This is an optimization exercise on Yosys and OpenROAD, whose aim is small area, not a production implementation.
Only simulation tests tie the RTL to the original design; equivalence was not proved.
No activity file was given, so power comes from the tool's default toggle rates.

## config.mk

```make
export PLATFORM = sky130hd
export DESIGN_NAME = top
export DESIGN_NICKNAME = top
export VERILOG_FILES = /design/flow/design.v
export SDC_FILE = /design/flow/constraint.sdc
export NUM_CORES = 4
export LEC_CHECK = 0
export ABC_AREA = 1
export CAP_MARGIN = 20
export CORE_MARGIN = 2
export CORE_UTILIZATION = 40
export CTS_BUF_LIST = sky130_fd_sc_hd__clkbuf_4
export CTS_CLUSTER_DIAMETER = 100
export CTS_CLUSTER_SIZE = 20
export SLEW_MARGIN = 20
```

## constraint.sdc

```tcl
create_clock -name core_clock -period 10.0 [get_ports {clk}]
set_input_delay 2.0000 -clock core_clock [delete_from_list [all_inputs] [get_ports {clk}]]
set_output_delay 2.0000 -clock core_clock [all_outputs]
set_load 0.01 [all_outputs]
```

## design.v

```verilog
`timescale 1ns / 1ps
module top(
    clk, rst, row, col,
    an, seg, led_reset, led_check, ps, dispense, money, btn, refnd, dp, E_quantity
    );
    input wire clk;
    input wire rst;
    input wire [3:0] row;
    input wire btn;
    input wire refnd;
    output wire [3:0] an;
    output wire dp;
    output reg [6:0] seg;
    output reg led_reset;
    output wire [3:0] col;
    output reg dispense;
    output reg [2:0] ps;
    output wire led_check;
    output reg [3:0] money;
    output reg [3:0] E_quantity;
    assign dp = 1'b1;
    reg [2:0] c8;
    reg [5:0] c50;
    reg       w;     
    reg       vf;    
    reg [1:0] ci;    
    reg       vs;    
    wire fast = (c8 == 3'd7);
    wire slow = (c8 == 3'd3) && (c50 == 6'd25);
    wire wrap = (c50 == 6'd49);
    always @(posedge clk) begin
        if (rst) begin
            c8 <= 3'd4;
            c50 <= 6'd0;
            w <= 1'b0;
            vf <= 1'b0;
            ci <= 2'd3;
            vs <= 1'b0;
        end else begin
            c8 <= c8 + 3'd1;
            if (fast) begin
                c50 <= wrap ? 6'd0 : c50 + 6'd1;
                if (wrap) w <= ~w;
                vf <= 1'b1;
            end
            if (slow) begin
                ci <= ci + 2'd1;
                vs <= 1'b1;
            end
        end
    end
    wire [1:0] m  = {c50[1] ^ w, c50[0]};
    wire [1:0] ai = m - 2'd1;
    assign led_check = c50[0];
    assign an  = vf ? ~(4'b1000 >> ai) : 4'b1111;
    assign col = vs ? ~(4'b1000 >> ci) : 4'b0000;
    reg [3:0] LED;
    reg [3:0] key;
    always @* begin
        key = 4'd0;
        if (vs)
            case (ci)
                2'd0: case (row)
                        4'b0111: key = 4'hD;
                        4'b1011: key = 4'hC;
                        4'b1101: key = 4'hB;
                        4'b1110: key = 4'hA;
                        default: key = 4'd0;
                      endcase
                2'd1: key = (row == 4'b0111) ? 4'hE : 4'd0;
                2'd2: key = (row == 4'b1101) ? 4'd5 : (row == 4'b1110) ? 4'd2 : 4'd0;
                2'd3: key = (row == 4'b1110) ? 4'd1 : 4'd0;
            endcase
    end
    always @(posedge clk)
        if (rst) LED <= 4'd0;
        else if (slow) LED <= key;
    localparam R = 3'd0, PS = 3'd1, AS = 3'd2, DS = 3'd3, CH = 3'd4, RF = 3'd5, ST = 3'd6;
    reg [2:0] ns;
    reg       flag2;
    reg [2:0] cp;     
    reg [2:0] cpr;    
    reg [3:0] qA, qB, qC, qD;
    function [3:0] price(input [2:0] c);
        case (c)
            3'd2: price = 4'd6;
            3'd3: price = 4'd5;
            3'd4: price = 4'd9;
            3'd5: price = 4'd4;
            3'd6: price = 4'd11;
            default: price = 4'd0;
        endcase
    endfunction
    wire       pkey = LED[3];
    wire       coin = ~LED[3] & (LED[2:0] != 3'd0);
    wire [2:0] sel  = pkey ? LED[2:0] : cp;
    wire [3:0] CurrPrice = price(cpr);
    wire [4:0] diff = {1'b0, money} - {1'b0, CurrPrice};
    wire       ge = ~diff[4];
    wire       eq = (diff[3:0] == 4'd0);
    reg        empty;
    always @*
        case (sel)
            3'd2: empty = (qA == 4'd0);
            3'd3: empty = (qB == 4'd0);
            3'd4: empty = (qC == 4'd0);
            3'd5: empty = (qD == 4'd0);
            3'd6: empty = (E_quantity == 4'd0);
            default: empty = 1'b0;
        endcase
    always @(posedge clk)
        if (rst) begin
            ps <= R;
            ns <= R;
            flag2 <= 1'b0;
            money <= 4'd0;
            dispense <= 1'b0;
            led_reset <= 1'b0;
            cp <= 3'd0;
            cpr <= 3'd0;
            qA <= 4'd10;
            qB <= 4'd4;
            qC <= 4'd1;
            qD <= 4'd3;
            E_quantity <= 4'd2;
        end else if (slow) begin
            ps <= ns;
            case (ps)
                R: begin
                    led_reset <= 1'b1;
                    if (pkey) begin
                        ns <= PS;
                        cp <= LED[2:0];
                    end else begin
                        flag2 <= 1'b0;
                        money <= 4'd0;
                        dispense <= 1'b0;
                        cpr <= 3'd0;
                    end
                end
                PS: begin
                    if (pkey) begin
                        cp <= LED[2:0];
                        ns <= PS;
                    end else if (coin) begin
                        ns <= AS;
                        money <= money + {1'b0, LED[2:0]};
                    end
                    cpr <= sel;
                    if (sel == 3'd0) ns <= PS;
                    else if (empty) ns <= ST;
                end
                AS: begin
                    led_reset <= ~led_reset;
                    if (refnd) ns <= RF;
                    if (coin) money <= money + {1'b0, LED[2:0]};
                    if (ge) ns <= DS;
                end
                DS: begin
                    dispense <= 1'b1;
                    if (!flag2)
                        case (cp)
                            3'd2: qA <= qA - 4'd1;
                            3'd3: qB <= qB - 4'd1;
                            3'd4: qC <= qC - 4'd1;
                            3'd5: qD <= qD - 4'd1;
                            3'd6: E_quantity <= E_quantity - 4'd1;
                            default: ;
                        endcase
                    flag2 <= 1'b1;
                    if (btn) ns <= R;
                    else if (ge && !eq) ns <= CH;
                    else if (eq) ns <= DS;
                end
                CH, RF, ST: begin
                    if (btn) ns <= R;
                    else ns <= ps;
                end
                default: begin
                    ns <= R;
                    led_reset <= 1'b0;
                end
            endcase
        end
    function [6:0] letter(input [2:0] c);
        case (c)
            3'd2: letter = 7'b0001000;   
            3'd3: letter = 7'b0000011;   
            3'd4: letter = 7'b1000110;   
            3'd5: letter = 7'b0100001;   
            3'd6: letter = 7'b0000110;   
            default: letter = 7'b1111111;
        endcase
    endfunction
    function [6:0] digit(input [3:0] v);    
        case (v)
            4'h0, 4'hA: digit = 7'b1000000;
            4'h1, 4'hB: digit = 7'b1111001;
            4'h2, 4'hC: digit = 7'b0100100;
            4'h3, 4'hD: digit = 7'b0110000;
            4'h4, 4'hE: digit = 7'b0011001;
            4'h5, 4'hF: digit = 7'b0010010;
            4'h6: digit = 7'b0000010;
            4'h7: digit = 7'b1111000;
            4'h8: digit = 7'b0000000;
            default: digit = 7'b0010000;
        endcase
    endfunction
    reg [3:0] val;
    always @*
        case (ps)
            PS: val = CurrPrice;
            AS: val = -diff[3:0];
            CH: val = diff[3:0];
            default: val = money;
        endcase
    wire [6:0] tens = (val >= 4'd10) ? 7'b1111001 : 7'b1000000;
    reg [6:0] dnext;
    always @*
        case (ps)
            R:  case (ai)
                    2'd3: dnext = vf ? 7'b0000011 : 7'b1111111;
                    2'd0: dnext = 7'b1000001;
                    2'd1: dnext = 7'b0010001;
                    default: dnext = 7'b1111111;
                endcase
            PS: case (ai)
                    2'd3: dnext = letter(cp);
                    2'd0: dnext = 7'b1111111;
                    2'd1: dnext = tens;
                    default: dnext = digit(val);
                endcase
            AS: case (ai)
                    2'd3: dnext = letter(cp);
                    2'd0: dnext = 7'b0111111;
                    2'd1: dnext = tens;
                    default: dnext = digit(val);
                endcase
            DS: case (ai)
                    2'd3: dnext = 7'b0100001;
                    2'd0: dnext = 7'b1111001;
                    2'd1: dnext = 7'b0010010;
                    default: dnext = 7'b0001100;
                endcase
            CH: case (ai)
                    2'd3: dnext = 7'b1000110;
                    2'd0: dnext = 7'b0001001;
                    2'd1: dnext = tens;
                    default: dnext = digit(val);
                endcase
            RF: case (ai)
                    2'd3: dnext = 7'b0101111;
                    2'd0: dnext = 7'b0001110;
                    2'd1: dnext = tens;
                    default: dnext = digit(val);
                endcase
            ST: case (ai)
                    2'd3: dnext = 7'b0101011;
                    2'd0: dnext = 7'b0100011;
                    2'd1: dnext = 7'b1111111;
                    default: dnext = letter(cp);
                endcase
            default: dnext = 7'b1111111;
        endcase
    always @(posedge clk)
        if (rst) seg <= 7'b1111111;
        else if (fast) seg <= dnext;
endmodule
```

## run.sh

```bash
#!/bin/bash
# synth_recipe.tcl (not shown) runs the flow's synth.tcl, then flattens the netlist and writes it again
# the make line also repeats each setting of config.mk as NAME=value (left out here)
make -C /OpenROAD-flow-scripts/flow DESIGN_CONFIG=/design/flow/config.mk WORK_HOME=/design/flow/orfs CLKGATE_MAP_FILE= SYNTH_SCRIPT=/design/flow/synth_recipe.tcl finish
```

==> results of run 1 <==
per-stage QoR:
| step | area (um2) | hold slack [ns] | cells | utilization [%] | total power, W |
|---|---|---|---|---|---|
| after floorplan | 4510 | 0.399 | 683 | - | 0.000290 |
| after global placement | 4970 | 0.408 | 845 | 45.5 | 0.000305 |
| after detailed placement | 4970 | 0.417 | 845 | 45.5 | 0.000306 |
| after CTS | 5130 | 0.434 | 861 | 46.9 | 0.000500 |
| after global routing | 5130 | 0.447 | 861 | 46.9 | 0.000520 |
| final | 5130 | 0.429 | 861 | 46.9 | 0.000494 |
how the worst min path moves through the flow:
| stage | from | end |
|---|---|---|
| floorplan | c8[0] | c8[0] |
| global placement | c8[0] | c8[0] |
| detailed placement | c8[0] | c8[0] |
| CTS | c8[0] | c8[0] |
| global route | c8[0] | c8[0] |
| finish | c8[0] | c8[0] |
synthesized netlist by cell type, types with 2 or more instances:
| cell | instances |
|---|---|
| inv_1 | 97 |
| nor4_1 | 2 |
| xor2_1 | 3 |
| a21oi_1 | 75 |
| nand3_1 | 51 |
| clkbuf_1 | 8 |
| ha_1 | 34 |
| o21ai_1 | 6 |
| nand2_1 | 144 |
| o2111ai_1 | 3 |
| buf_6 | 2 |
| nand3_2 | 2 |
| xnor2_1 | 3 |
| o311ai_0 | 3 |
| nor2_2 | 11 |
| nor3_1 | 18 |
| fa_1 | 2 |
| nand3b_1 | 4 |
| o211ai_1 | 7 |
| nor3_2 | 2 |
| a31oi_1 | 2 |
| and3_1 | 2 |
| o21ai_0 | 41 |
| nor3b_1 | 3 |
| nand2_2 | 6 |
| o31ai_1 | 2 |
| inv_2 | 6 |
| dfxtp_1 | 63 |
| nor2_1 | 51 |
| a211oi_1 | 7 |
| nand4_1 | 5 |
| buf_4 | 3 |
layout make-up:
class / instances / area (um2) / share of cell area (%)
clock inverter: 7 / 87.6 / 1.71
sequential: 63 / 1260 / 24.6
timing repair buffer: 37 / 368 / 7.17
multi-input combinational: 501 / 2780 / 54.2
tap: 140 / 175 / 3.42
clock buffer: 9 / 67.6 / 1.32
inverter: 104 / 390 / 7.61
routing by layer:
layer,up-vias,track usage (%),wire length (um)
met5,-,0,0
met4,0,6.70,185
met3,16,3.64,450
met2,86,32.9,5300
met1,2068,26.6,5710
li1,2332,-,-
report_power, final:
| group | internal [W] | switching [W] |
|---|---|---|
| logic | 0.0000175 | 0.0000256 |
| clock network | 0.0000998 | 0.0000944 |
| registers | 0.000254 | 0.00000240 |
| total | 0.000371 | 0.000122 |
cell families after synthesis:
| kind of cell | Yosys count | share of synthesized area, % |
|---|---|---|
| AO/OA/AOI/OAI | 155 | 19.7 |
| XOR/XNOR | 6 | 1.16 |
| adder cells (fa/ha/maj) | 36 | 10.3 |
| buffers and inverters | 119 | 10.5 |
| flip-flops | 63 | 27.9 |
| other | 1 | 0.0831 |
| AND/OR/NAND/NOR | 303 | 30.2 |
registers in the layout, indices dropped and copies added (netlist names), 4 cells and up:
signal      flops
qD              4
qC              4
money           4
qB              4
seg             7
LED             4
qA              4
c50             6
E_quantity      4
==> impl_metrics.env, run 1 <==
export IMPL_syn_area_mm2=0.00451
export IMPL_dp_worst_setup_slack_ns=6.21
export IMPL_relSlewSlack_pct=52.8
export IMPL_fp_row_count=38
export IMPL_synthTopCellsByArea="dfxtp_1 28%, nand2_1 12%, ha_1 9.4%"
export IMPL_dieArea_mm2=0.0121
export IMPL_rsz0062_at_grt="false"
export IMPL_cts_sinks=63
export IMPL_totalWireLength_mm=11.6
export IMPL_worstPathCellList="inv_1, ha_1, nand2_1, clkdlybuf4s50_1"
export IMPL_cts_inserted_buffers=9
export IMPL_hold_path_depth=1
export IMPL_ctsResizeCount=0
export IMPL_synth_top_area_share_pct=27.9
export IMPL_critPathRequiredTime_ns=8.00
export IMPL_route_detailed_drc=0
export IMPL_gp_congestion=0.962
export IMPL_crit_arrival_ns=2.07
export IMPL_num_fill_cells=1156
export IMPL_wl_per_cell_um=13.5
export IMPL_postSynth_asyncResetShare_pct=0
export IMPL_initial_core_util_pct=41.3
export IMPL_htree_levels=3
export IMPL_synth_nets=727
export IMPL_slowest_stage="dfxtp_1"
export IMPL_yosysUniqueCellTypes=47
export IMPL_final_cell_mix="144 x nand2_1, 97 x inv_1, 75 x a21oi_1, 63 x dfxtp_1"
export IMPL_cts_tree="yes"
export IMPL_r2r_setup_slack_ns=6.48
export IMPL_synth_edf_count=0
export IMPL_worst_path_buf_inv=2
export IMPL_grt_max_degree=41
export IMPL_min_period_over_period_pct=40.7
export IMPL_final_common_cell="nand2_1"
export IMPL_maxCapViolCount=0
export IMPL_cts_setup_buffers=0
export IMPL_drt_pass1_iter_count=5
export IMPL_avgSynthCellArea_um2=6.61
export IMPL_fin_nets=760
export IMPL_antenna_found_initial=0
export IMPL_dieWidth_um=110
export IMPL_core_area_mm2=0.0109
export IMPL_vdd_drop_max_uv=65.7
export IMPL_ys_seq_area_share_pct=27.9
export IMPL_track_usage_pct=20.1
export IMPL_r2r_start="cpr[1]"
export IMPL_final_antenna_net_count=0
export IMPL_finalHoldViolations=0
export IMPL_cts_reportedPaths_clkPinSlew_ns=0.11
export IMPL_cts_root_buf="clkbuf_4"
export IMPL_syn2layout_area_growth_pct=13.6
export IMPL_setup_viol=0
export IMPL_timing_rr_end="seg[0]"
export IMPL_synth_seq_cells=63
export IMPL_clockBufferDepth=2
export IMPL_max_stage_delay_ns=0.58
export IMPL_synth_warnings=1
export IMPL_critPathLaunch="c50[0]"
export IMPL_crit_family="buffers and inverters"
export IMPL_vias=4502
export IMPL_critical_path_depth=4
export IMPL_first_global_vias=4083
export IMPL_finalSetupTns_ns=0
export IMPL_tightest_slew_ns=0.702
export IMPL_hold_path_class="reg2reg"
export IMPL_critical_path_class="reg2out"
export IMPL_crit_fanout=11
export IMPL_setup_worst_path_end_class="output port"
export IMPL_io_pins=38
export IMPL_clk_latency_ns=0.40
export IMPL_antenna_cells=0
export IMPL_hpwl_mm=9.04
export IMPL_cts_hold_buffers=0
export IMPL_drive_gt1_share_pct=6.80
export IMPL_fin_crit_ns=4.07
export IMPL_cp_endpoint="an[0]"
export IMPL_start_kind="flip-flop"
export IMPL_cellLeakagePower_nw=2.23
export IMPL_drv_slew=0
export IMPL_rr_worst_depth=22
export IMPL_synth_ff_type="dfxtp_1"
export IMPL_syn_inst=683
export IMPL_yosysTopAreaCell="dfxtp_1"
export IMPL_status="finished clean"
export IMPL_timing_final_ws_setup_ns=5.93
export IMPL_initialDrtViolationCount=283
export IMPL_grt_ovfl_total=0
export IMPL_p_per_area_mw_per_mm2=96.3
export IMPL_grt_first_pass_wirelength_mm=19.1
export IMPL_die_h_um=110
export IMPL_finClkSkew_ns=0.0139
export IMPL_fmax_mhz=246
export IMPL_io_buffers=36
export IMPL_viasPerCell=5.23
==> run 2: changes to the inputs <==
--- a/config.mk
+++ b/config.mk
@@ -11,5 +11,2 @@
 export CORE_UTILIZATION = 40
-export CTS_BUF_LIST = sky130_fd_sc_hd__clkbuf_4
-export CTS_CLUSTER_DIAMETER = 100
-export CTS_CLUSTER_SIZE = 20
 export SLEW_MARGIN = 20
==> run 2 against run 1 <==
  * Still clean on timing, DRC and antenna
  * Non-clock buffer count unchanged
  * Worst setup slack improved by 0.089 ns
  * Hold slack got worse by 0.0079 ns
  * Combinational power increased by 1%
  * Cell area increased by 3.3%
  * Routed wire length increased by 1.4%
  * Count of clock-buffer cells in the layout increased by 1
  * Cell count unchanged
  * Clock skew decreased by 0.0079 ns
  * Fmax increased by 2.2%
  * Synthesized cell count unchanged
==> impl_metrics.env, run 2 <==
export IMPL_drv_slew=0
export IMPL_total_power_w=0.000634
export IMPL_hold_path_depth=1
export IMPL_io_pins=38
export IMPL_finClkSkew_ns=0.00601
export IMPL_critical_path_class="reg2out"
export IMPL_max_stage_delay_ns=0.56
export IMPL_antenna_found_initial=0
export IMPL_synth_xor_area_share_pct=1.16
export IMPL_slowest_stage="dfxtp_1"
export IMPL_yosysMostFrequentCell="nand2_1"
export IMPL_grt_ovfl_total=0
export IMPL_avgSynthCellArea_um2=6.61
export IMPL_r2r_start="cpr[1]"
export IMPL_holdWs_ns=0.421
export IMPL_route_detailed_drc=0
export IMPL_final_util_pct=48.4
export IMPL_viasPerCell=5.21
export IMPL_synth_top_family_by_area="simple AND/OR/NAND/NOR gates"
export IMPL_synth_warnings=1
export IMPL_synthTopCellsByArea="dfxtp_1 28%, nand2_1 12%, ha_1 9.4%"
export IMPL_yosysTopAreaCell="dfxtp_1"
export IMPL_dieWidth_um=110
export IMPL_critical_path_depth=4
export IMPL_worst_path_buf_inv=2
export IMPL_num_fill_cells=1127
export IMPL_finalHoldViolations=0
export IMPL_yosys_mux_area_fraction_pct=0
export IMPL_syn_inst=683
export IMPL_relSlewSlack_pct=53.4
export IMPL_largest_register_ffs=7
export IMPL_maxCapViolCount=0
export IMPL_cts_sinks=63
export IMPL_cellLeakagePower_nw=2.30
export IMPL_r2r_setup_slack_ns=6.48
export IMPL_antenna_cells=0
export IMPL_syn_area_mm2=0.00451
export IMPL_final_antenna_net_count=0
export IMPL_track_usage_pct=20.3
export IMPL_hpwl_mm=9.04
export IMPL_start_kind="flip-flop"
export IMPL_top_register="seg"
export IMPL_crit_family="buffers and inverters"
export IMPL_cp_endpoint="an[0]"
export IMPL_cts_inserted_buffers=9
export IMPL_postSynth_asyncResetShare_pct=0
export IMPL_tightest_slew_ns=0.694
export IMPL_grt_max_degree=41
export IMPL_cts_hold_buffers=0
export IMPL_finalSetupTns_ns=0
export IMPL_setup_viol=0
export IMPL_register_area_mm2=0.00126
export IMPL_rsz0062_at_grt="false"
export IMPL_synth_seq_cells=63
export IMPL_synthTopCellsByCount="144 x nand2_1, 97 x inv_1, 75 x a21oi_1"
export IMPL_initialDrtViolationCount=258
export IMPL_cts_tree="yes"
export IMPL_crit_arrival_ns=1.98
export IMPL_final_cell_mix="144 x nand2_1, 97 x inv_1, 75 x a21oi_1, 63 x dfxtp_1"
export IMPL_syn2layout_area_growth_pct=17.3
export IMPL_synth_top_area_share_pct=27.9
export IMPL_grt_first_pass_wirelength_mm=19.3
export IMPL_dieArea_mm2=0.0121
export IMPL_ys_seq_area_share_pct=27.9
export IMPL_initial_core_util_pct=41.3
export IMPL_yosys_area_share_simple_pct=30.2
export IMPL_rr_worst_depth=22
export IMPL_core_area_mm2=0.0109
export IMPL_cts_root_buf="clkbuf_16"
export IMPL_synthAdderAreaFrac_pct=10.3
export IMPL_min_period_over_period_pct=39.8
export IMPL_drive_gt1_share_pct=6.93
export IMPL_synth_edf_count=0
export IMPL_timing_rr_end="seg[3]"
export IMPL_drt_pass1_iter_count=4
export IMPL_fp_row_count=38
export IMPL_fin_crit_ns=3.98
export IMPL_clockBufferDepth=2
export IMPL_die_h_um=110
export IMPL_vias=4489
export IMPL_wl_per_cell_um=13.7
export IMPL_status="finished clean"
export IMPL_first_global_vias=4116
export IMPL_htree_levels=3
export IMPL_io_buffers=36
export IMPL_critPathLaunch="c50[0]"
export IMPL_crit_fanout=11
export IMPL_synth_ff_type="dfxtp_1"
export IMPL_yosysUniqueCellTypes=47
export IMPL_critPathRequiredTime_ns=8.00
export IMPL_final_common_cell="nand2_1"
export IMPL_gp_congestion=0.962
export IMPL_ctsResizeCount=0
export IMPL_totalWireLength_mm=11.8
export IMPL_synth_nets=727
export IMPL_p_per_area_mw_per_mm2=120
export IMPL_multi_input_area_mm2=0.00278
export IMPL_clk_latency_ns=0.33
export IMPL_synth_compound_area_share_pct=19.7
export IMPL_hold_path_class="reg2reg"
export IMPL_cts_setup_buffers=0
export IMPL_setup_worst_path_end_class="output port"
export IMPL_fmax_mhz=251
export IMPL_top_regs="seg: 7 flops, c50: 6 flops"
export IMPL_worstPathCellList="inv_1, ha_1, nand2_1, clkdlybuf4s50_1"
export IMPL_cts_reportedPaths_clkPinSlew_ns=0.05
export IMPL_fin_nets=760
export IMPL_vdd_drop_max_uv=75.0
run 2: report_power, final:
group	leakage, nW	switching (W)	total [W]	internal [W]
logic	1.63	0.0000261	0.0000436	0.0000175
registers	0.509	0.00000241	0.000257	0.000255
clock network	0.162	0.000110	0.000334	0.000224
total	2.30	0.000138	0.000634	0.000496
run 2: worst min path at each step:
stage           from    end  slack (ns)
2_1_floorplan  c8[0]  c8[0]        0.40
4_1_cts        c8[0]  c8[0]        0.43
6_report       c8[0]  c8[0]        0.42
3_5_place_dp   c8[0]  c8[0]        0.42
5_1_grt        c8[0]  c8[0]        0.44
3_3_place_gp   c8[0]  c8[0]        0.41
run 2: area by class of cell:
type	count	share of cell area, %
Multi-Input combinational cell	501	52.5
Clock inverter	6	1.58
Timing Repair Buffer	37	6.95
Clock buffer	10	4.51
Inverter	104	7.37
Tap cell	140	3.31
Sequential cell	63	23.8
run 2: kinds of logic (layout without fill, tap and decap cells):
family | after synthesis | in the layout
other | 1 | 1
flip-flops | 63 | 63
adder cells (fa/ha/maj) | 36 | 36
AO/OA/AOI/OAI | 155 | 155
buffers and inverters | 119 | 157
AND/OR/NAND/NOR | 303 | 303
XOR/XNOR | 6 | 6
run 2: layer usage:
layer	vias to the layer above	global-route usage, %	share of wire [%]	wire length, um
li1	2332	-	-	-
met1	2063	26.4	49	5750
met2	76	33.6	46	5420
met3	18	3.47	3.7	438
met4	0	7.77	1.8	207
met5	-	0	0	0
run 2: through the flow:
step	instances	cell area [um2]	setup slack, ns
6_report	861	5300	6.02
5_1_grt	861	5300	5.89
4_1_cts	861	5300	6.00
3_5_place_dp	845	4970	6.21
3_3_place_gp	845	4970	6.26
2_1_floorplan	683	4510	6.94
==> run 3: changes to the inputs <==
==> flow/run.sh (new file) <==
#!/bin/bash
# Own layout flow: the standard ORFS flow (standard.sh) with
#  - synthesis through flow/synth.tcl (standard synthesis, area-oriented ABC
#    mapping, no half/full adder cell extraction),
#  - port buffers of the smallest buffer cell,
#  - a clock tree of small clock buffers without dummy loads.
# Each tool's full output goes to the ORFS logs under orfs/logs/; make's own
# output goes to flow_make.log in this folder.
set -euo pipefail
W=$(pwd)
bash standard.sh \
  SYNTH_SCRIPT="$W/flow/synth.tcl" \
  ADDER_MAP_FILE= \
  "BUFFER_PORTS_ARGS=-buffer_cell sky130_fd_sc_hd__buf_1" \
  "CTS_ARGS=-sink_clustering_enable -repair_clock_nets -dont_use_dummy_load -buf_list sky130_fd_sc_hd__clkbuf_4 -sink_clustering_size 20 -sink_clustering_max_diameter 100" \
  finish > "$W/flow_make.log" 2>&1
==> flow/abc_1.script (new file) <==
strash
&get -n
&deepsyn -T 30
&dch -f
&nf -R 1000
&put
==> flow/abc_2.script (new file) <==
strash
&get -n
&deepsyn -T 60
&put
dch -f
map -a
strash
&get -n
&deepsyn -T 30
&put
dch -f
map -a
==> flow/abc_3.script (new file) <==
strash
dc2
&get -n
&dch -f
&nf -R 1000
&put
strash
dc2
&get -n
&dch -f
&nf -R 1000
&put
==> flow/abc_4.script (new file) <==
strash
dch
map -B 0.9
topo
==> flow/synth.tcl (new file) <==
set own_dir [file dirname [file normalize [info script]]]
set own_scripts [lsort [glob -directory $own_dir abc_*.script]]

proc own_area {} {
  set libargs {}
  foreach lib $::env(LIB_FILES) { lappend libargs -liberty $lib }
  set s [tee -q -s result.string stat {*}$libargs]
  if {[regexp {Chip area for module [^:]*: ([0-9.eE+-]+)} $s -> a]} { return $a }
  return 1e18
}

proc abc {args} {
  set i [lsearch -exact $args -script]
  if {$i < 0} { return [yosys abc {*}$args] }
  yosys design -save own_pre_abc
  set best_area 1e18
  set best {}
  set n 0
  foreach s $::own_scripts {
    yosys design -load own_pre_abc
    set a [lreplace $args [expr {$i + 1}] [expr {$i + 1}] $s]
    if {[catch {yosys abc {*}$a} err]} { puts "own abc: $s failed: $err"; continue }
    yosys opt_clean
    set area [own_area]
    puts "own abc: $s area $area"
    if {$area < $best_area} {
      set best_area $area
      set best $s
      yosys design -save own_best
    }
    incr n
  }
  if {$best eq {}} {
    yosys design -load own_pre_abc
    return [yosys abc {*}$args]
  }
  puts "own abc: using $best (area $best_area)"
  yosys design -load own_best
}

source [file join $own_dir .. synth_recipe.tcl]
==> standard.sh (new file) <==
#!/bin/bash
# synth_recipe.tcl (not shown) runs the flow's synth.tcl, then flattens the netlist and writes it again
# the make line also repeats each setting of config.mk as NAME=value (left out here)
make -C /OpenROAD-flow-scripts/flow DESIGN_CONFIG=/design/flow/config.mk WORK_HOME=/design/flow/orfs CLKGATE_MAP_FILE= SYNTH_SCRIPT=/design/flow/synth_recipe.tcl "${@:-finish}"
--- a/config.mk
+++ b/config.mk
@@ -7,3 +7,2 @@
 export LEC_CHECK = 0
-export ABC_AREA = 1
 export CAP_MARGIN = 20
removed: run.sh
==> run 3 against run 2 <==
  * Still clean
  * First-iteration DRC count decreased by 29%
  * Hold slack improved by 0.056 ns
  * Fmax fell by 2.2%
  * Critical path depth did not move
  * Largest cell class unchanged
  * Highest routed layer unchanged
==> impl_metrics.env, run 3 <==
export IMPL_status="finished clean"
export IMPL_cts_tree="yes"
export IMPL_critical_path_depth=4
export IMPL_fin_crit_ns=4.07
export IMPL_initial_core_util_pct=41.7
export IMPL_min_period_over_period_pct=40.7
export IMPL_crit_family="flip-flops"
export IMPL_largest_register_ffs=7
export IMPL_synthTopCellsByArea="dfxtp_1 36%, a21oi_1 7.1%, nor2_1 6.9%"
export IMPL_grt_ovfl_total=0
export IMPL_drt_pass1_iter_count=5
export IMPL_max_stage_delay_ns=0.72
export IMPL_finClkSkew_ns=0.0377
export IMPL_synth_seq_cells=63
export IMPL_synth_top_area_share_pct=36.5
export IMPL_critPathRequiredTime_ns=8.00
export IMPL_vdd_drop_max_uv=71.1
export IMPL_dieArea_mm2=0.00941
export IMPL_synthTopCellsByCount="64 x nor2_1, 63 x dfxtp_1, 55 x nand2_1"
export IMPL_postSynth_asyncResetShare_pct=0
export IMPL_synthAdderAreaFrac_pct=0.579
export IMPL_final_antenna_net_count=0
export IMPL_syn2layout_area_growth_pct=9.70
export IMPL_yosys_mux_area_fraction_pct=1.77
export IMPL_clockBufferDepth=2
export IMPL_yosysMostFrequentCell="nor2_1"
export IMPL_tightest_slew_ns=0.862
export IMPL_hold_path_class="reg2reg"
export IMPL_drive_gt1_share_pct=2.19
export IMPL_synth_xor_area_share_pct=4.81
export IMPL_synth_nets=465
export IMPL_synth_edf_count=0
export IMPL_clk_latency_ns=0.41
export IMPL_final_common_cell="nor2_1"
export IMPL_syn_inst=457
export IMPL_cts_inserted_buffers=9
export IMPL_core_area_mm2=0.00830
export IMPL_antenna_cells=0
export IMPL_grt_max_degree=42
export IMPL_yosysTopAreaCell="dfxtp_1"
export IMPL_antenna_found_initial=0
export IMPL_io_buffers=36
export IMPL_p_sw_w=0.0000907
export IMPL_setup_worst_path_end_class="output port"
export IMPL_maxCapViolCount=0
export IMPL_crit_arrival_ns=2.07
export IMPL_rsz0062_at_grt="false"
export IMPL_cts_root_buf="clkbuf_4"
export IMPL_timing_final_ws_setup_ns=5.93
export IMPL_wl_per_cell_um=15.1
export IMPL_avgSynthCellArea_um2=7.57
export IMPL_route_detailed_drc=0
export IMPL_worstPathCellList="clkinv_1, nor2_1, nand2_1, buf_1"
export IMPL_relSlewSlack_pct=41.9
export IMPL_hpwl_mm=6.81
export IMPL_num_fill_cells=869
export IMPL_yosys_area_share_simple_pct=27.4
export IMPL_first_global_vias=3172
export IMPL_r2r_setup_slack_ns=6.49
export IMPL_synth_top_family_by_area="compound AO/OA/AOI/OAI gates"
export IMPL_yosysUniqueCellTypes=49
export IMPL_top_regs="seg: 7 flops, c50: 6 flops"
export IMPL_drv_slew=0
export IMPL_p_int_w=0.000299
export IMPL_synth_ff_type="dfxtp_1"
export IMPL_cts_sinks=63
export IMPL_gp_congestion=0.925
export IMPL_cellLeakagePower_nw=1.30
export IMPL_fmax_mhz=246
export IMPL_vias=3504
export IMPL_r2r_start="cpr[1]"
export IMPL_fp_row_count=33
export IMPL_viasPerCell=5.77
export IMPL_setup_viol=0
export IMPL_critical_path_class="reg2out"
export IMPL_die_h_um=97.0
export IMPL_io_pins=38
export IMPL_power_frac_comb_pct=4.1
export IMPL_fin_nets=512
export IMPL_holdWs_ns=0.477
export IMPL_cts_reportedPaths_clkPinSlew_ns=0.10
export IMPL_switching_share_pct=23.3
export IMPL_start_kind="flip-flop"
export IMPL_grt_first_pass_wirelength_mm=15.4
export IMPL_synth_warnings=1
export IMPL_finalHoldViolations=0
export IMPL_finalSetupTns_ns=0
export IMPL_p_per_area_mw_per_mm2=103
export IMPL_hold_path_depth=2
export IMPL_clockPowerShare_pct=30.6
export IMPL_synth_compound_area_share_pct=27.6
export IMPL_p_seq_share_pct=65.3
export IMPL_syn_area_mm2=0.00346
export IMPL_rr_worst_depth=16
export IMPL_crit_fanout=20
export IMPL_timing_rr_end="seg[1]"
export IMPL_worst_path_buf_inv=2
export IMPL_hold_path_endpoint="qA[2]"
export IMPL_min_from="qA[2]"
export IMPL_initialDrtViolationCount=184
export IMPL_track_usage_pct=19.8
export IMPL_totalWireLength_mm=9.16
export IMPL_dieWidth_um=97.0
export IMPL_cts_hold_buffers=0
export IMPL_ctsResizeCount=0
export IMPL_htree_levels=3
export IMPL_final_cell_mix="64 x nor2_1, 63 x dfxtp_1, 55 x nand2_1, 49 x a21oi_1, 38 x o21ai_0"
export IMPL_dp_worst_setup_slack_ns=6.33
export IMPL_slowest_stage="dfxtp_1"
export IMPL_cts_setup_buffers=0
export IMPL_top_register="seg"
export IMPL_ys_seq_area_share_pct=36.5
-- run 3: power by group through the flow --
stage               registers (W)    logic, W  clock network, W
floorplan                0.000260  0.00000873                 0
global placement         0.000260   0.0000157                 0
detailed placement       0.000260   0.0000159                 0
CTS                      0.000254   0.0000159          0.000125
global route             0.000255   0.0000181          0.000135
finish                   0.000255   0.0000160          0.000119
-- run 3: worst register-to-register path: stages, from the launching register on --
cell and delay (ns):
dfxtp_1 0.39, nor2b_1 0.27, o21bai_1 0.20, nor2_1 0.10, nor3_1 0.23, a21oi_1 0.13, a21oi_1 0.21, nor2_1 0.10
xnor2_1 0.24, xor2_1 0.16, o21ai_0 0.19, nor2_1 0.27, o21ai_0 0.18, nand2_1 0.12, o21ai_0 0.09, and3_1 0.21
o32a_1 0.32
-- run 3: cell type report --
| class | instances | area [um2] | area share, % |
|---|---|---|---|
| multi-input cells | 383 | 2150 | 56.7 |
| flip-flops and latches | 63 | 1260 | 33.2 |
| repair buffers | 37 | 144 | 3.79 |
| well taps | 105 | 131 | 3.46 |
| clock buffers | 9 | 67.6 | 1.78 |
| inverters | 10 | 37.5 | 0.989 |
-- run 3: kinds of logic (layout without fill, tap and decap cells) --
kind of cell               Yosys count  after routing
xor gates and xnor gates            19             19
buffers and inverters               11             56
adders and majority gates            2              2
AOI/OAI and AO/OA                  153            153
muxes                                6              6
DFF                                 63             63
other                                1              1
and+or+nand+nor                    202            202
-- run 3: worst max path at each step --
| stage | startpoint | endpoint | slack, ns |
|---|---|---|---|
| global route | c50[0] | an[3] | 5.66 |
| CTS | c50[0] | an[3] | 5.93 |
| global placement | c50[0] | an[3] | 6.40 |
| finish | c50[0] | an[3] | 5.93 |
| floorplan | c50[0] | an[3] | 6.66 |
| detailed placement | c50[0] | an[3] | 6.33 |
-- run 3: metal layers --
| layer | vias up | wire length [um] | GRT usage [%] |
|---|---|---|---|
| met5 | - | 0 | 0 |
| met4 | 0 | 170 | 6.28 |
| met3 | 18 | 571 | 4.41 |
| met2 | 102 | 4160 | 31.9 |
| met1 | 1610 | 4260 | 26.3 |
| li1 | 1774 | - | - |
-- run 3: through the flow --
| step | cells | util (%) | total power [W] | cell area [um2] |
|---|---|---|---|---|
| floorplan | 457 | - | 0.000269 | 3460 |
| global placement | 598 | 44.9 | 0.000276 | 3730 |
| detailed placement | 598 | 44.9 | 0.000276 | 3730 |
| CTS | 607 | 45.7 | 0.000395 | 3790 |
| global route | 607 | 45.7 | 0.000408 | 3790 |
| finish | 607 | 45.7 | 0.000390 | 3790 |
==> run 4: changes to the inputs <==
--- a/design.v
+++ b/design.v
@@ -93,3 +93,3 @@
     endfunction
-    wire       pkey = LED[3];
+    wire       pkey = LED[3] & vs;
     wire       coin = ~LED[3] & (LED[2:0] != 3'd0);
@@ -107,4 +107,3 @@
             3'd5: empty = (qD == 4'd0);
-            3'd6: empty = (E_quantity == 4'd0);
-            default: empty = 1'b0;
+            default: empty = (E_quantity == 4'd0);
         endcase
@@ -114,3 +113,2 @@
             ns <= R;
-            flag2 <= 1'b0;
             money <= 4'd0;
@@ -118,4 +116,42 @@
             led_reset <= 1'b0;
-            cp <= 3'd0;
-            cpr <= 3'd0;
+        end else if (slow) begin
+            ps <= ns;
+            case (ps)
+                R: begin
+                    led_reset <= 1'b1;
+                    if (pkey) ns <= PS;
+                    else begin
+                        money <= 4'd0;
+                        dispense <= 1'b0;
+                    end
+                end
+                PS: begin
+                    if (pkey) ns <= PS;
+                    else if (coin) begin
+                        ns <= AS;
+                        money <= money + {1'b0, LED[2:0]};
+                    end
+                    if (empty) ns <= ST;
+                end
+                AS: begin
+                    led_reset <= ~led_reset;
+                    if (refnd) ns <= RF;
+                    if (coin) money <= money + {1'b0, LED[2:0]};
+                    if (ge) ns <= DS;
+                end
+                DS: begin
+                    dispense <= 1'b1;
+                    if (btn) ns <= R;
+                    else if (ge && !eq) ns <= CH;
+                    else if (eq) ns <= DS;
+                end
+                default: begin  
+                    if (btn) ns <= R;
+                    else ns <= ps;
+                end
+            endcase
+        end
+    wire dec = slow & (ps == DS) & ~flag2;
+    always @(posedge clk)
+        if (rst) begin
             qA <= 4'd10;
@@ -125,14 +161,20 @@
             E_quantity <= 4'd2;
-        end else if (slow) begin
-            ps <= ns;
+        end else begin
+            qA <= qA - {3'd0, dec & (cp == 3'd2)};
+            qB <= qB - {3'd0, dec & (cp == 3'd3)};
+            qC <= qC - {3'd0, dec & (cp == 3'd4)};
+            qD <= qD - {3'd0, dec & (cp == 3'd5)};
+            E_quantity <= E_quantity - {3'd0, dec & (cp == 3'd6)};
+        end
+    always @(posedge clk)
+        if (rst) begin
+            cp <= 3'd0;
+            cpr <= 3'd0;
+            flag2 <= 1'b0;
+        end else if (slow)
             case (ps)
                 R: begin
-                    led_reset <= 1'b1;
-                    if (pkey) begin
-                        ns <= PS;
-                        cp <= LED[2:0];
-                    end else begin
+                    if (pkey) cp <= LED[2:0];
+                    else begin
                         flag2 <= 1'b0;
-                        money <= 4'd0;
-                        dispense <= 1'b0;
                         cpr <= 3'd0;
@@ -141,45 +183,8 @@
                 PS: begin
-                    if (pkey) begin
-                        cp <= LED[2:0];
-                        ns <= PS;
-                    end else if (coin) begin
-                        ns <= AS;
-                        money <= money + {1'b0, LED[2:0]};
-                    end
+                    if (pkey) cp <= LED[2:0];
                     cpr <= sel;
-                    if (sel == 3'd0) ns <= PS;
-                    else if (empty) ns <= ST;
-                end
-                AS: begin
-                    led_reset <= ~led_reset;
-                    if (refnd) ns <= RF;
-                    if (coin) money <= money + {1'b0, LED[2:0]};
-                    if (ge) ns <= DS;
-                end
-                DS: begin
-                    dispense <= 1'b1;
-                    if (!flag2)
-                        case (cp)
-                            3'd2: qA <= qA - 4'd1;
-                            3'd3: qB <= qB - 4'd1;
-                            3'd4: qC <= qC - 4'd1;
-                            3'd5: qD <= qD - 4'd1;
-                            3'd6: E_quantity <= E_quantity - 4'd1;
-                            default: ;
-                        endcase
-                    flag2 <= 1'b1;
-                    if (btn) ns <= R;
-                    else if (ge && !eq) ns <= CH;
-                    else if (eq) ns <= DS;
-                end
-                CH, RF, ST: begin
-                    if (btn) ns <= R;
-                    else ns <= ps;
-                end
-                default: begin
-                    ns <= R;
-                    led_reset <= 1'b0;
-                end
+                end
+                DS: flag2 <= 1'b1;
+                default: ;
             endcase
-        end
     function [6:0] letter(input [2:0] c);
==> run 4 against run 3 <==
  * Still clean on timing, DRC and antenna
  * Sequential share of layout area is 0.79 points higher
  * Via count is 1.6% lower
  * Core utilization is 0.38 points lower
  * Combinational power is about 10% lower
  * Fmax is 5.6% higher
  * Register-to-register slack worse by 0.31 ns
  * Count of clock-buffer cells in the layout stayed put
  * Sequential cell count stayed put
  * Non-clock buffer count is 1 higher
  * Clock skew is 0.0017 ns lower
  * Critical path depth stayed put
  * Critical path type unchanged
  * Largest cell class unchanged
  * Largest power group unchanged
==> impl_metrics.env, run 4 <==
export IMPL_synth_nets=456
export IMPL_cts_tree="yes"
export IMPL_postLayoutCellArea_mm2=0.00371
export IMPL_maxCapViolCount=0
export IMPL_start_kind="flip-flop"
export IMPL_r2r_start="money[0]"
export IMPL_cts_reportedPaths_clkPinSlew_ns=0.12
export IMPL_critPathRequiredTime_ns=8.00
export IMPL_cts_root_buf="clkbuf_4"
export IMPL_io_buffers=36
export IMPL_hpwl_mm=6.61
export IMPL_rr_worst_depth=16
export IMPL_drive_gt1_share_pct=2.23
export IMPL_track_usage_pct=21.2
export IMPL_top_regs="seg: 7 flops, c50: 6 flops"
export IMPL_slowest_stage="xor2_1"
export IMPL_status="finished clean"
export IMPL_first_global_vias=3182
export IMPL_wl_per_cell_um=15.2
export IMPL_cts_setup_buffers=0
export IMPL_largest_register_ffs=7
export IMPL_final_cell_mix="63 x dfxtp_1, 60 x nor2_1, 55 x nand2_1, 46 x a21oi_1, 40 x o21ai_0"
export IMPL_clk_latency_ns=0.42
export IMPL_ys_seq_area_share_pct=37.5
export IMPL_synth_ff_type="dfxtp_1"
export IMPL_final_util_pct=45.3
export IMPL_cellLeakagePower_nw=1.25
export IMPL_critical_path_class="reg2out"
export IMPL_synth_top_area_share_pct=37.5
export IMPL_initialDrtViolationCount=175
export IMPL_dieWidth_um=95.7
export IMPL_synthTopCellsByArea="dfxtp_1 37%, a21oi_1 6.8%, nor2_1 6.7%"
export IMPL_hold_path_class="reg2reg"
export IMPL_cts_hold_buffers=0
export IMPL_setup_worst_path_end_class="output port"
export IMPL_initial_core_util_pct=41.2
export IMPL_synth_seq_cells=63
export IMPL_syn_inst=448
export IMPL_core_area_mm2=0.00818
export IMPL_htree_levels=3
export IMPL_syn_area_mm2=0.00336
export IMPL_yosysTopAreaCell="dfxtp_1"
export IMPL_crit_fanout=7
export IMPL_dieArea_mm2=0.00916
export IMPL_timing_rr_end="seg[3]"
export IMPL_syn2layout_area_growth_pct=10.2
export IMPL_grt_max_degree=41
export IMPL_synth_warnings=1
export IMPL_antenna_cells=0
export IMPL_min_from="c8[2]"
export IMPL_final_common_cell="dfxtp_1"
export IMPL_fin_crit_ns=3.85
export IMPL_cp_endpoint="an[0]"
export IMPL_route_detailed_drc=0
export IMPL_final_antenna_net_count=0
export IMPL_critPathLaunch="c50[1]"
export IMPL_ctsResizeCount=0
export IMPL_totalWireLength_mm=9.09
export IMPL_holdWs_ns=0.470
export IMPL_drv_slew=0
export IMPL_finalHoldViolations=0
export IMPL_rsz0062_at_grt="false"
export IMPL_top_register="seg"
export IMPL_fin_nets=504
export IMPL_vias=3448
export IMPL_r2r_setup_slack_ns=6.18
export IMPL_grt_ovfl_total=0
export IMPL_tightest_slew_ns=0.872
export IMPL_synthTopCellsByCount="63 x dfxtp_1, 60 x nor2_1, 55 x nand2_1"
export IMPL_viasPerCell=5.76
export IMPL_antenna_found_initial=0
export IMPL_drt_pass1_iter_count=5
export IMPL_finalSetupTns_ns=0
export IMPL_vdd_drop_max_uv=58.1
export IMPL_cts_sinks=63
export IMPL_min_period_over_period_pct=38.5
export IMPL_crit_arrival_ns=1.85
export IMPL_yosysUniqueCellTypes=49
export IMPL_gp_congestion=0.894
export IMPL_relSlewSlack_pct=41.3
export IMPL_total_power_w=0.000394
export IMPL_max_stage_delay_ns=0.53
export IMPL_p_per_area_mw_per_mm2=106
export IMPL_synth_edf_count=0
export IMPL_die_h_um=95.7
export IMPL_cts_inserted_buffers=9
export IMPL_postSynth_asyncResetShare_pct=0
export IMPL_grt_first_pass_wirelength_mm=15.1
export IMPL_fp_row_count=33
export IMPL_yosysMostFrequentCell="dfxtp_1"
export IMPL_setup_viol=0
export IMPL_clockBufferDepth=2
export IMPL_finClkSkew_ns=0.0360
export IMPL_worstPathCellList="xor2_1, nor2_1, nand2_1, buf_1"
export IMPL_place_area_mm2=0.00364
export IMPL_io_pins=38
export IMPL_avgSynthCellArea_um2=7.51
export IMPL_fmax_mhz=260
-- run 4: layout make-up --
cell class / instances / area, um2
timing repair buffer: 38 / 150
fill: 884 / 4470
sequential: 63 / 1260
tap: 105 / 131
clock buffer: 9 / 67.6
multi-input combinational: 366 / 2030
inverter: 18 / 67.6
-- run 4: worst min path at each step --
stage          slack [ns]  cells past startpoint    end
2_1_floorplan        0.43                      2  c8[2]
3_3_place_gp         0.45                      1  c8[0]
3_5_place_dp         0.46                      2  c8[2]
4_1_cts              0.47                      2  c8[2]
5_1_grt              0.50                      2  c8[2]
6_report             0.47                      2  c8[2]
-- run 4: where the power goes --
group / total, W / internal (W) / switching, W
Clock: 0.000125 / 0.0000418 / 0.0000833
Combinational: 0.0000144 / 0.00000451 / 0.00000987
Sequential: 0.000255 / 0.000252 / 0.00000214
-- run 4: per-layer routing --
| metal | share of wire [%] | global-route usage [%] |
|---|---|---|
| met5 | 0 | 0 |
| met4 | 2.3 | 9.29 |
| met3 | 4.7 | 4.15 |
| met2 | 44 | 33.2 |
| met1 | 49 | 28.2 |
-- run 4: metrics by stage --
step | std cells | setup WS [ns]
4_1_cts | 599 | 6.13
3_3_place_gp | 590 | 6.35
6_report | 599 | 6.15
2_1_floorplan | 448 | 6.52
5_1_grt | 599 | 5.77
3_5_place_dp | 590 | 6.25
-- run 4: worst max-delay path, delay by kind of cell, from the launching register on --
family,cells,cell delay (ns)
xor+xnor,1,0.53
buf+inv,1,0.15
flops,1,0.45
simple gates,2,0.30
-- run 4: cell families (layout without fill, tap and decap cells) --
family | Yosys count | count (layout) | share of synthesized area [%]
AOI/OAI and AO/OA | 144 | 144 | 26.7
muxes | 5 | 5 | 1.49
buffers and inverters | 19 | 65 | 2.23
and+or+nand+nor | 203 | 203 | 28.6
DFF | 63 | 63 | 37.5
xor gates and xnor gates | 13 | 13 | 3.38
other | 1 | 1 | 0.111
==> run 5: changes to the inputs <==
==> design.v (replaced) <==
`timescale 1ns / 1ps
module top(
    clk, rst, row, col,
    an, seg, led_reset, led_check, ps, dispense, money, btn, refnd, dp, E_quantity
    );
    input wire clk;
    input wire rst;
    input wire [3:0] row;
    input wire btn;
    input wire refnd;
    output wire [3:0] an;
    output wire dp;
    output reg [6:0] seg;
    output reg led_reset;
    output wire [3:0] col;
    output reg dispense;
    output reg [2:0] ps;
    output wire led_check;
    output reg [3:0] money;
    output reg [3:0] E_quantity;
    assign dp = 1'b1;
    reg [2:0] c8;
    reg [5:0] c50;
    reg       w;     
    reg [1:0] cs;    
    reg       vs;    
    wire fast = (c8 == 3'd7);
    wire slow = (c8 == 3'd3) && (c50 == 6'd24);
    wire wrap = c50[5] & c50[4] & ~c50[3] & c50[0];    
    wire vf   = ~(c50[5] & c50[4] & c50[3]);           
    always @(posedge clk) begin
        if (rst) begin
            c8 <= 3'd4;
            c50 <= 6'd63;
            w <= 1'b0;
            cs <= 2'd2;
            vs <= 1'b0;
        end else begin
            c8 <= c8 + 3'd1;
            if (fast) begin
                c50 <= wrap ? 6'd0 : c50 + 6'd1;
                if (wrap) w <= ~w;
            end
            if (slow) begin
                cs <= cs + 2'd1;
                vs <= 1'b1;
            end
        end
    end
    wire [1:0] ai = {c50[1] ^ w, c50[0]};
    wire [1:0] cc = cs + 2'd1;   
    assign led_check = ~c50[0];
    assign an  = vf ? ~(4'b1000 >> ai) : 4'b1111;
    assign col = vs ? ~(4'b1000 >> cc) : 4'b0000;
    reg        kv;
    reg  [1:0] kr;
    reg        nv;
    reg  [1:0] nr;
    always @* begin
        nr = 2'd0;
        nv = 1'b0;
        case (row)
            4'b0111: begin nr = 2'd0; nv = (cc == 2'd0) | (cc == 2'd1); end
            4'b1011: begin nr = 2'd1; nv = (cc == 2'd0); end
            4'b1101: begin nr = 2'd2; nv = (cc == 2'd0) | (cc == 2'd2); end
            4'b1110: begin nr = 2'd3; nv = (cc != 2'd1); end
            default: begin nr = 2'bxx; nv = 1'b0; end
        endcase
        nv = nv & vs;
    end
    always @(posedge clk)
        if (rst) begin
            kv <= 1'b0;
            kr <= 2'd0;
        end else if (slow) begin
            kv <= nv;
            kr <= nr;
        end
    localparam R = 3'd0, PS = 3'd1, AS = 3'd2, DS = 3'd3, CH = 3'd4, RF = 3'd5, ST = 3'd6;
    reg [2:0] ns;
    reg       flag2;
    reg [2:0] cp;     
    reg [2:0] cpr;    
    reg [3:0] qA, qB, qC, qD;
    function [3:0] price(input [2:0] c);
        case (c)
            3'b000: price = 4'd4;
            3'b001: price = 4'd9;
            3'b010: price = 4'd5;
            3'b011: price = 4'd6;
            3'b100: price = 4'd11;
            3'b111: price = 4'd0;
            default: price = 4'bxxxx;
        endcase
    endfunction
    wire       pkey = kv & ~cs[1];
    wire       coin = kv & cs[1];
    wire [2:0] kprod = {cs[0], kr};                        
    wire [2:0] kcoin = cs[0] ? 3'b001 : {~kr[0], kr[0], ~kr[0]};   
    wire [2:0] sel  = pkey ? kprod : cp;
    wire [3:0] CurrPrice = price(cpr);
    wire       p_is_money = (ps == CH) | (ps == RF);
    wire [3:0] sub_p = p_is_money ? money : CurrPrice;
    wire [3:0] sub_q = (ps == AS || ps == DS) ? money : (ps == CH) ? CurrPrice : 4'd0;
    wire [4:0] diff = {1'b0, sub_p} - {1'b0, sub_q};
    wire       eq = (diff[3:0] == 4'd0);      
    wire       gt = diff[4];                  
    wire       ge = gt | eq;
    function [4:0] pdec(input [2:0] c);    
        pdec = {c[2], c[1] & c[0], c[1] & ~c[0], ~c[1] & c[0], ~c[2] & ~c[1] & ~c[0]};
    endfunction
    wire [4:0] sd = pdec(sel);
    wire empty = (sd[4] & (E_quantity == 4'd0)) | (sd[3] & (qA == 4'd0)) |
                 (sd[2] & (qB == 4'd0)) | (sd[1] & (qC == 4'd0)) | (sd[0] & (qD == 4'd0));
    always @(posedge clk)
        if (rst) begin
            ps <= R;
            ns <= R;
            money <= 4'd0;
            dispense <= 1'b0;
            led_reset <= 1'b0;
        end else if (slow) begin
            ps <= ns;
            case (ps)
                R: begin
                    led_reset <= 1'b1;
                    if (pkey) ns <= PS;
                    else begin
                        money <= 4'd0;
                        dispense <= 1'b0;
                    end
                end
                PS: begin
                    if (pkey) ns <= PS;
                    else if (coin) begin
                        ns <= AS;
                        money <= money + {1'b0, kcoin};
                    end
                    if (empty) ns <= ST;
                end
                AS: begin
                    led_reset <= ~led_reset;
                    if (refnd) ns <= RF;
                    if (coin) money <= money + {1'b0, kcoin};
                    if (ge) ns <= DS;
                end
                DS: begin
                    dispense <= 1'b1;
                    if (btn) ns <= R;
                    else if (gt) ns <= CH;
                    else if (eq) ns <= DS;
                end
                default: begin  
                    if (btn) ns <= R;
                    else ns <= ps;
                end
            endcase
        end
    wire       dec = slow & (ps == DS) & ~flag2;
    wire [4:0] cd  = pdec(cp);
    always @(posedge clk)
        if (rst) begin
            qA <= 4'd10;
            qB <= 4'd4;
            qC <= 4'd1;
            qD <= 4'd3;
            E_quantity <= 4'd2;
        end else begin
            qA <= qA - {3'd0, dec & cd[3]};
            qB <= qB - {3'd0, dec & cd[2]};
            qC <= qC - {3'd0, dec & cd[1]};
            qD <= qD - {3'd0, dec & cd[0]};
            E_quantity <= E_quantity - {3'd0, dec & cd[4]};
        end
    always @(posedge clk)
        if (rst) begin
            cp <= 3'd0;
            cpr <= 3'b111;
            flag2 <= 1'b0;
        end else if (slow)
            case (ps)
                R: begin
                    if (pkey) cp <= kprod;
                    else begin
                        flag2 <= 1'b0;
                        cpr <= 3'b111;
                    end
                end
                PS: begin
                    if (pkey) cp <= kprod;
                    cpr <= sel;
                end
                DS: flag2 <= 1'b1;
                default: ;
            endcase
    function [6:0] glyph(input [4:0] y);
        case (y)
            5'd0:  glyph = 7'b1000000;   
            5'd1:  glyph = 7'b1111001;   
            5'd2:  glyph = 7'b0100100;   
            5'd3:  glyph = 7'b0110000;   
            5'd4:  glyph = 7'b0011001;   
            5'd5:  glyph = 7'b0010010;   
            5'd6:  glyph = 7'b0000010;   
            5'd7:  glyph = 7'b1111000;   
            5'd8:  glyph = 7'b0000000;   
            5'd9:  glyph = 7'b0010000;   
            5'd10: glyph = 7'b1111111;   
            5'd11: glyph = 7'b1000001;   
            5'd12: glyph = 7'b0010001;   
            5'd13: glyph = 7'b0001100;   
            5'd14: glyph = 7'b0001001;   
            5'd15: glyph = 7'b0101111;   
            5'd16: glyph = 7'b0100001;   
            5'd17: glyph = 7'b1000110;   
            5'd18: glyph = 7'b0000011;   
            5'd19: glyph = 7'b0001000;   
            5'd20: glyph = 7'b0000110;   
            5'd21: glyph = 7'b0001110;   
            5'd22: glyph = 7'b0101011;   
            5'd23: glyph = 7'b0100011;   
            5'd24: glyph = 7'b0111111;   
            default: glyph = 7'bxxxxxxx;
        endcase
    endfunction
    wire [3:0] val = diff[3:0];
    wire       ten = val[3] & (val[2] | val[1]);
    wire [3:0] lo  = ten ? val - 4'd10 : val;
    wire [4:0] num = ai[0] ? {4'd0, ten} : {1'b0, lo};
    wire [4:0] ltr = {2'b10, cp};       
    reg [4:0] sym;
    always @*
        case (ps)
            R:  case (ai)
                    2'd3: sym = vf ? 5'd18 : 5'd10;
                    2'd0: sym = 5'd11;
                    2'd1: sym = 5'd12;
                    default: sym = 5'd10;
                endcase
            PS: case (ai)
                    2'd3: sym = ltr;
                    2'd0: sym = 5'd10;
                    default: sym = num;
                endcase
            AS: case (ai)
                    2'd3: sym = ltr;
                    2'd0: sym = 5'd24;
                    default: sym = num;
                endcase
            DS: case (ai)
                    2'd3: sym = 5'd16;
                    2'd0: sym = 5'd1;
                    2'd1: sym = 5'd5;
                    default: sym = 5'd13;
                endcase
            CH: case (ai)
                    2'd3: sym = 5'd17;
                    2'd0: sym = 5'd14;
                    default: sym = num;
                endcase
            RF: case (ai)
                    2'd3: sym = 5'd15;
                    2'd0: sym = 5'd21;
                    default: sym = num;
                endcase
            ST: case (ai)
                    2'd3: sym = 5'd22;
                    2'd0: sym = 5'd23;
                    2'd1: sym = 5'd10;
                    default: sym = ltr;
                endcase
            default: sym = 5'bxxxxx;
        endcase
    always @(posedge clk)
        if (rst) seg <= 7'b1111111;
        else if (fast) seg <= glyph(sym);
endmodule
==> run 5 against run 4 <==
  * Combinational power increased to 4.0 times the previous value
  * Count of clock-buffer cells in the layout unchanged
  * Still clean
  * Sequential share of layout area is 0.059 points higher
  * Hold slack got worse by 0.038 ns
  * Clock power fell by 6%
  * Sequential cell count is 2 lower
  * Core utilization up 0.55 points
  * Sequential power about the same
  * Critical path depth rose by 17
  * Area after synthesis down 3.3%
  * Non-clock buffer count fell by 1
==> impl_metrics.env, run 5 <==
export IMPL_p_per_area_mw_per_mm2=121
export IMPL_cts_reportedPaths_clkPinSlew_ns=0.10
export IMPL_cts_inserted_buffers=9
export IMPL_critical_path_class="reg2reg"
export IMPL_top_regs="seg: 7 flops, c50: 6 flops"
export IMPL_cts_root_buf="clkbuf_4"
export IMPL_io_buffers=36
export IMPL_io_pins=38
export IMPL_p_int_w=0.000307
export IMPL_synthTopCellsByArea="dfxtp_1 38%, nor2_1 7.7%, nand2_1 6.6%"
export IMPL_critPathLaunch="cpr[2]"
export IMPL_cts_setup_buffers=0
export IMPL_dp_cells=570
export IMPL_synth_top_area_share_pct=37.6
export IMPL_place_area_mm2=0.00351
export IMPL_synth_seq_cells=61
export IMPL_totalWireLength_mm=8.08
export IMPL_tightest_slew_ns=0.978
export IMPL_postSynth_asyncResetShare_pct=0
export IMPL_htree_levels=3
export IMPL_synth_warnings=1
export IMPL_core_area_mm2=0.00781
export IMPL_grt_ovfl_total=0
export IMPL_crit_fanout=8
export IMPL_die_h_um=94.2
export IMPL_syn2layout_area_growth_pct=10.2
export IMPL_r2r_setup_slack_ns=4.90
export IMPL_clockPowerShare_pct=27.3
export IMPL_finClkSkew_ns=0.0403
export IMPL_dp_worst_setup_slack_ns=5.06
export IMPL_avgSynthCellArea_um2=7.53
export IMPL_cellLeakagePower_nw=1.27
export IMPL_clk_latency_ns=0.41
export IMPL_grt_first_pass_wirelength_mm=13.9
export IMPL_hpwl_mm=5.92
export IMPL_critPathRequiredTime_ns=10.29
export IMPL_cts_sinks=61
export IMPL_initial_core_util_pct=41.7
export IMPL_vdd_drop_max_uv=59.5
export IMPL_register_area_mm2=0.00122
export IMPL_fin_nets=487
export IMPL_rr_worst_depth=21
export IMPL_cts_hold_buffers=0
export IMPL_top_register="seg"
export IMPL_synth_ff_type="dfxtp_1"
export IMPL_hold_path_class="reg2reg"
export IMPL_timing_final_ws_setup_ns=4.90
export IMPL_synth_nets=440
export IMPL_final_antenna_net_count=0
export IMPL_viasPerCell=5.55
export IMPL_dieArea_mm2=0.00887
export IMPL_multi_input_area_mm2=0.00197
export IMPL_antenna_cells=0
export IMPL_num_fill_cells=837
export IMPL_fmax_mhz=196
export IMPL_cp_endpoint="seg[6]"
export IMPL_rsz0062_at_grt="false"
export IMPL_min_period_over_period_pct=51.0
export IMPL_clockBufferDepth=2
export IMPL_route_detailed_drc=0
export IMPL_final_cell_mix="67 x nor2_1, 61 x dfxtp_1, 57 x nand2_1, 37 x a21oi_1, 36 x buf_1"
export IMPL_wl_per_cell_um=14.0
export IMPL_start_kind="flip-flop"
export IMPL_finalHoldViolations=0
export IMPL_syn_inst=432
export IMPL_switching_share_pct=29.1
export IMPL_yosysUniqueCellTypes=46
export IMPL_grt_max_degree=42
export IMPL_syn_area_mm2=0.00325
export IMPL_ctsResizeCount=0
export IMPL_synth_edf_count=0
export IMPL_track_usage_pct=19.8
export IMPL_drv_slew=0
export IMPL_fp_row_count=32
export IMPL_crit_arrival_ns=5.39
export IMPL_status="finished clean"
export IMPL_dieWidth_um=94.2
export IMPL_p_sw_w=0.000126
export IMPL_setup_worst_path_end_class="flip-flop"
export IMPL_synthTopCellsByCount="67 x nor2_1, 61 x dfxtp_1, 57 x nand2_1"
export IMPL_finalSetupTns_ns=0
export IMPL_r2r_start="cpr[2]"
export IMPL_drive_gt1_share_pct=2.10
export IMPL_p_seq_share_pct=59.4
export IMPL_first_global_vias=2978
export IMPL_vias=3213
export IMPL_yosysTopAreaCell="dfxtp_1"
export IMPL_largest_register_ffs=7
export IMPL_drt_pass1_iter_count=4
export IMPL_gp_congestion=0.844
export IMPL_postLayoutCellArea_mm2=0.00358
export IMPL_relSlewSlack_pct=34.3
export IMPL_fin_cells=579
export IMPL_yosysMostFrequentCell="nor2_1"
export IMPL_holdWs_ns=0.431
export IMPL_hold_path_depth=1
export IMPL_timing_rr_end="seg[6]"
export IMPL_final_common_cell="nor2_1"
export IMPL_maxCapViolCount=0
export IMPL_setup_viol=0
export IMPL_antenna_found_initial=0
export IMPL_fin_crit_ns=5.10
export IMPL_ys_seq_area_share_pct=37.6
export IMPL_power_frac_comb_pct=13.3
export IMPL_cts_tree="yes"
export IMPL_initialDrtViolationCount=161
run 5: cell types whose count changed in the layout (fill, tap and decap cells not counted), sizes merged, moves of 5 or more:
cell / change
o21ai: -11
a21oi: -9
nor2b: -9
nand2b: -7
nor2: +7
a31oi: +6
o21bai: +6
xnor2: +6
a22o: +5
run 5: power groups by stage:
stage | Sequential (W) | Clock [W] | Combinational, W
3_5_place_dp | 0.000263 | 0 | 0.0000571
6_report | 0.000257 | 0.000118 | 0.0000574
5_1_grt | 0.000259 | 0.000133 | 0.0000663
4_1_cts | 0.000258 | 0.000125 | 0.0000573
3_3_place_gp | 0.000263 | 0 | 0.0000565
2_1_floorplan | 0.000261 | 0 | 0.0000405
run 5: area by class of cell:
type                    instances  area share, %
repair buffers                 37           3.98
clock buffers                   9           1.89
inverters                      14           1.47
multi-input cells             356           55.0
well taps                     102           3.56
flip-flops and latches         61           34.1
run 5: logic make-up after synthesis:
group | share of synthesized area [%]
AND/OR/NAND/NOR | 28.6
AO/OA/AOI/OAI | 24.1
flip-flops | 37.6
XOR/XNOR | 6.19
buffers and inverters | 1.85
multiplexers | 1.58
other | 0.115
run 5: metrics by stage:
stage | util, % | power, W
finish | 45.9 | 0.000433
global route | 45.9 | 0.000458
CTS | 45.9 | 0.000440
detailed placement | 45.0 | 0.000320
global placement | 45.0 | 0.000319
floorplan | - | 0.000301
run 5: worst max-delay path, stage by stage (launching register included):
cell and delay (ns):
dfxtp_1 0.37, o21ai_0 0.47, a21boi_0 0.51, nand2_1 0.10, nand2_1 0.08, nand2_1 0.09, a31oi_1 0.27, nor2_1 0.08
a21oi_1 0.15, nor2_1 0.07, o21ai_0 0.23, xor2_1 0.37, a31oi_1 0.15, nor3_1 0.82, clkinv_1 0.23, nor2_1 0.23
nor2_1 0.10, nor2_1 0.17, nor3_1 0.07, a21oi_1 0.15, o211ai_1 0.10, o21a_1 0.14
run 5: how the worst min path moves through the flow:
| stage | start | endpoint |
|---|---|---|
| final | c8[0] | c8[0] |
| after global routing | ns[0] | ns[0] |
| after CTS | c8[0] | c8[0] |
| after detailed placement | c8[0] | c8[0] |
| after global placement | c8[0] | c8[0] |
| after floorplan | c8[0] | c8[0] |
run 5: per-layer routing:
layer | part of all wire [%] | global-route usage [%]
met5 | 0 | 0
met4 | 1.0 | 5.07
met3 | 4.8 | 5.22
met2 | 47 | 32.9
met1 | 47 | 25.4

## what the ideal ports hide
In the flow no input, the clock included, has a driving cell. The finished layouts below were timed again as built, in two steps. Step 1 sets driving cells, clkbuf_16 on the clock port and buf_2 on the other inputs (assumed; they add their load-dependent delay and slew). Step 2 moves the port delays by t, midway between the first and last clock arrival at a register: inputs arrive t later, outputs are due t later. That takes back most of the time a late clock gives input paths. a / b / c = no drivers / after step 1 / after step 2; a / b = the first two.
| run | t (ns) | setup WS [ns] | clock arrival spread, ns | worst data-port slew with drivers (ns) |
|---|---|---|---|---|
| run 1 | 0.422 | 5.933 / 5.901 / 6.269 | 0.014 / 0.014 | 0.03 |
| run 2 | 0.360 | 6.022 / 5.984 / 6.212 | 0.006 / 0.006 | 0.03 |
| run 3 | 0.418 | 5.930 / 5.902 / 6.319 | 0.038 / 0.038 | 0.03 |
| run 4 | 0.433 | 6.146 / 6.116 / 6.180 | 0.037 / 0.037 | 0.03 |
| run 5 | 0.420 | 4.897 / 4.897 / 4.897 | 0.041 / 0.041 | 0.03 |
After both steps setup and hold are still met in every run listed.
